This is an optimization exercise on Yosys and OpenROAD, whose aim is small area, a short achievable clock period and few clock cycles, not a production implementation. In this exercise RTL edits were held to simulation tests only and were not proved equivalent to the original.

## escape_time_mdbrot
module escape_time_mdbrot(input logic clk, input logic rst, input logic start,
                          input logic [12:0] max_iter, input logic [31:0] xmin, input logic [31:0] xmax, input logic [31:0] ymin, input logic [31:0] ymax, input logic [31:0] Xscale, input logic [31:0] Yscale,
                          output logic [7:0] vga_x, output logic [6:0] vga_y, output logic [2:0] vga_colour, output logic vga_plot,
                          output logic ready);
localparam [1:0] S_IDLE = 2'd0;
localparam [1:0] S_INIT = 2'd1;
localparam [1:0] S_RUN  = 2'd2;
logic [1:0] state;
logic        xs_s, ys_s;           
logic [15:0] xs_m, ys_m;           
logic [12:0] mi_r;                 
logic        mi0, mi1, mi2;        
logic [24:0] gcx, gcy;             
logic [7:0]  gx;
logic [6:0]  gy;
logic        gdir;                 
logic        gval;                 
logic        v1, fresh1, fin1, last1, neg1;    
logic        esc1;                 
logic        finl1;                
logic [21:0] x1, y1;
logic [10:0] one1, two1;           
logic [21:0] xs1, ys1;             
logic [12:0] rem1;                 
logic [21:0] cx1, cy1;             
logic [7:0]  px1;
logic [6:0]  py1;
logic        v2, fin2, last2, per2;
logic        escd2;                
logic [21:0] xs2, ys2;
logic [23:0] xxa2, xxb2, yya2, yyb2;    
logic        xxc2, yyc2;
logic [23:0] xya2, xyb2;                
logic [3:0]  xyg2;                      
logic [2:0]  xyp2;                      
logic [12:0] rem2;
logic [21:0] cx2, cy2;
logic [7:0]  px2;
logic [6:0]  py2;
function automatic logic big25(input logic [24:0] v);
     big25 = (v[24:21] != 4'b0000) && (v[24:21] != 4'b1111);
endfunction
function automatic logic big24(input logic [23:0] v);
     big24 = (v[23:21] != 3'b000) && (v[23:21] != 3'b111);
endfunction
logic        gwrap, glast, gys;
logic [24:0] gcx_sum, gcy_sum, gcx_cv, gcy_cv;
assign gwrap = gdir ? (gy == 7'd0) : (gy == 7'd119);
assign glast = gwrap & (gx == 8'd159);
assign gys = ys_s ^ gdir;
assign gcx_sum = gcx + ({25{xs_s}} ^ {9'd0, xs_m}) + 25'(xs_s);
assign gcy_sum = gcy + ({25{gys}} ^ {9'd0, ys_m}) + 25'(gys);
  ...
clock: 20.0 ns
lec_check: 0
cap_margin: 20
core_margin: 2
core_utilization: 65
cts_cluster_diameter: 100
cts_cluster_size: 22
place_density: 0.75
slew_margin: 20
synth_hierarchical: 1
standard.sh (not shown) runs the stock make flow with config.mk's settings and CLKGATE_MAP_FILE= SYNTH_SCRIPT=/design/flow/synth_recipe.tcl, a recipe that flattens the netlist after the stock synthesis.
==> flow/flow/run.sh <==
#!/bin/bash
# The standard layout, with the port buffers that buffer_ports inserts made
# plain buf_2 cells instead of the library's default pick (a delay buffer).
set -euo pipefail
export BUFFER_PORTS_ARGS="-buffer_cell sky130_fd_sc_hd__buf_2"
bash standard.sh > standard.log 2>&1
Testbench counts at the start, summed over its fixed seeds: cycles 2,373,874.
Then changed:
--- a/flow/design.v
+++ b/flow/design.v
@@ -2338,24 +2338,24 @@
 localparam [1:0] S_IDLE = 2'd0;
 localparam [1:0] S_INIT = 2'd1;
 localparam [1:0] S_RUN  = 2'd2;
 logic [1:0] state;
 logic        xs_s, ys_s;           
 logic [15:0] xs_m, ys_m;           
 logic [12:0] mi_r;                 
 logic        mi0, mi1, mi2;        
+logic [12:0] mim1;                 
 logic [24:0] gcx, gcy;             
 logic [7:0]  gx;
 logic [6:0]  gy;
 logic        gdir;                 
 logic        gval;                 
 logic        v1, fresh1, fin1, last1, neg1;    
 logic        esc1;                 
-logic        finl1;                
 logic [21:0] x1, y1;
 logic [10:0] one1, two1;           
 logic [21:0] xs1, ys1;             
 logic [12:0] rem1;                 
 logic [21:0] cx1, cy1;             
 logic [7:0]  px1;
 logic [6:0]  py1;
 logic        v2, fin2, last2, per2;
@@ -2390,32 +2390,32 @@
 logic [23:0] xya, xyb;
 logic [3:0]  xyg;
 logic [2:0]  xyp;
 sqcs  sq_x   (.x(x1), .ha(xxa), .hb(xxb), .c(xxc));
 sqcs  sq_y   (.x(y1), .ha(yya), .hb(yyb), .c(yyc));
 mulcs mul_xy (.x(x1), .y(y1), .one(one1), .two(two1), .neg(neg1), .ha(xya), .hb(xyb), .g(xyg), .p(xyp));
 logic match, save;
 assign match = ~fresh1 & (x1 == xs1) & (y1 == ys1);
-assign save = fresh1 | (rem1[1:0] == 2'd1);
+assign save = fresh1 | (rem1[1:0] == 2'd0);
 always_ff @(posedge clk) begin
      per2  <= match;
      xs2   <= save ? x1 : xs1;
      ys2   <= save ? y1 : ys1;
      xxa2  <= xxa;
      xxb2  <= xxb;
      xxc2  <= xxc;
      yya2  <= yya;
      yyb2  <= yyb;
      yyc2  <= yyc;
      xya2  <= xya;
      xyb2  <= xyb;
      xyg2  <= xyg;
      xyp2  <= xyp;
-     fin2  <= (fin1 & ~fresh1) | finl1 | esc1;
+     fin2  <= fin1 | esc1;
      escd2 <= esc1;
      last2 <= last1;
      rem2  <= rem1;
      cx2   <= cx1;
      cy2   <= cy1;
      px2   <= px1;
      py2   <= py1;
 end
@@ -2425,53 +2425,54 @@
 xnew   xn_a  (.xa(xxa2), .xb(xxb2), .xc(xxc2), .ya(yya2), .yb(yyb2), .yc(yyc2), .cx(cx2), .q(xn));
 logic xyc2;
 assign xyc2 = xyg2[3] | (xyp2[2] & (xyg2[2] | (xyp2[1] & (xyg2[1] | (xyp2[0] & xyg2[0])))));
 ynew   yn_a  (.cy(cy2), .pa(xya2), .pb(xyb2), .pc(xyc2), .q(yn));
 assign stop = v2 & (fin2 | last2 | per2);
 assign avail = (state == S_RUN) & gval;
 assign take = avail & (~v2 | stop);
 logic [2:0] col;
-assign col = mi_r[2:0] - rem2[2:0] + {2'b00, ~escd2};
+assign col = mi_r[2:0] - rem2[2:0] - {2'b00, escd2};
 logic [21:0] x1d, y1d;
 logic [22:0] yb;
 assign x1d = take ? gcx[21:0] : xn[21:0];
 assign y1d = take ? gcy[21:0] : yn[21:0];
 assign yb = {y1d, 1'b0};
 always_ff @(posedge clk) begin
      x1   <= x1d;
      y1   <= y1d;
      neg1 <= x1d[21] ^ y1d[21];
      for (int k = 0; k < 11; k++) begin
           one1[k] <= yb[2*k+1] ^ yb[2*k];
           two1[k] <= (yb[2*k+2] & ~yb[2*k+1] & ~yb[2*k]) | (~yb[2*k+2] & yb[2*k+1] & yb[2*k]);
      end
-     fin1       <= big24(xn) | big24(yn);
-     esc1       <= esc & ~take;
-     finl1      <= take & (mi0 | mi1 | big25(gcx) | big25(gcy));
      if (take) begin
-          rem1  <= mi0 ? 13'd1 : mi_r;
+          rem1  <= mi0 ? 13'd0 : mim1;
+          esc1  <= 1'b0;
+          fin1  <= mi0 | mi1 | big25(gcx) | big25(gcy);
           last1 <= mi2;
           cx1   <= gcx[21:0];
           cy1   <= gcy[21:0];
           px1   <= gx;
           py1   <= gy;
      end else begin
           rem1  <= rem2 - 13'd1;
-          last1 <= (rem2 == 13'd3);
+          esc1  <= esc;
+          fin1  <= big24(xn) | big24(yn);
+          last1 <= (rem2 == 13'd2);
           cx1   <= cx2;
           cy1   <= cy2;
           px1   <= px2;
           py1   <= py2;
      end
      xs1        <= xs2;
      ys1        <= ys2;
      vga_x      <= px2;
      vga_y      <= py2;
-     vga_colour <= (escd2 | (fin2 & rem2 != 13'd1) | (~fin2 & esc)) ? col : 3'd0;
+     vga_colour <= (escd2 | (fin2 & rem2 != 13'd0) | (~fin2 & esc)) ? col : 3'd0;
 end
 always_ff @(posedge clk) begin
      if (!rst) begin
           v1       <= 1'b0;
           v2       <= 1'b0;
           fresh1   <= 1'b0;
           vga_plot <= 1'b0;
      end else begin
@@ -2504,16 +2505,17 @@
                     if (!gval && !v1 && !v2) begin
                          state <= S_IDLE;
                          ready <= 1'b1;
                     end
                end
           endcase
      end
 end
+assign mim1 = mi_r - 13'd1;
 assign mi0 = (mi_r == 13'd0);
 assign mi1 = (mi_r == 13'd1);
 assign mi2 = (mi_r == 13'd2);
 always_ff @(posedge clk) begin
      xs_s <= Xscale[31];
      xs_m <= Xscale[15:0];
      ys_s <= Yscale[31];
      ys_m <= Yscale[15:0];
Result:
- wire length goes up by 1.1%
- design area hardly moves
- worst hold slack loses 0.0079 ns
- non-clock buffer count goes up by 4
- via count is about the same
- sequential share of layout area hardly moves
- global-route usage goes up by 0.26 points
- setup slack loses 0.23 ns
Testbench counts after the change, summed over its fixed seeds: cycles 2,373,874.

## afterwards: timing with drivers on the ports
How much do the figures lean on ideal ports? The routed layouts below were timed once more, with nothing changed but the port constraints. Step 1: set_driving_cell puts a clkbuf_16 on clk and a buf_2 on each other input, an assumption about the parent block. Step 2 moves the port delays by t, midway between the first and last clock arrival at a register: inputs arrive t later, outputs are due t later. That takes back most of the time a late clock gives input paths. Slacks: ideal ports / drivers / drivers and shift; pairs: ideal ports / drivers.
run | shift t [ns] | slack for setup (ns) | latest minus earliest clock arrival (ns)
the first run | 0.661 | 14.913 / 14.845 / 14.982 | 0.032 / 0.032
the second run | 0.659 | 14.686 / 14.686 / 14.686 | 0.052 / 0.052
After both steps every run listed still meets setup and hold.
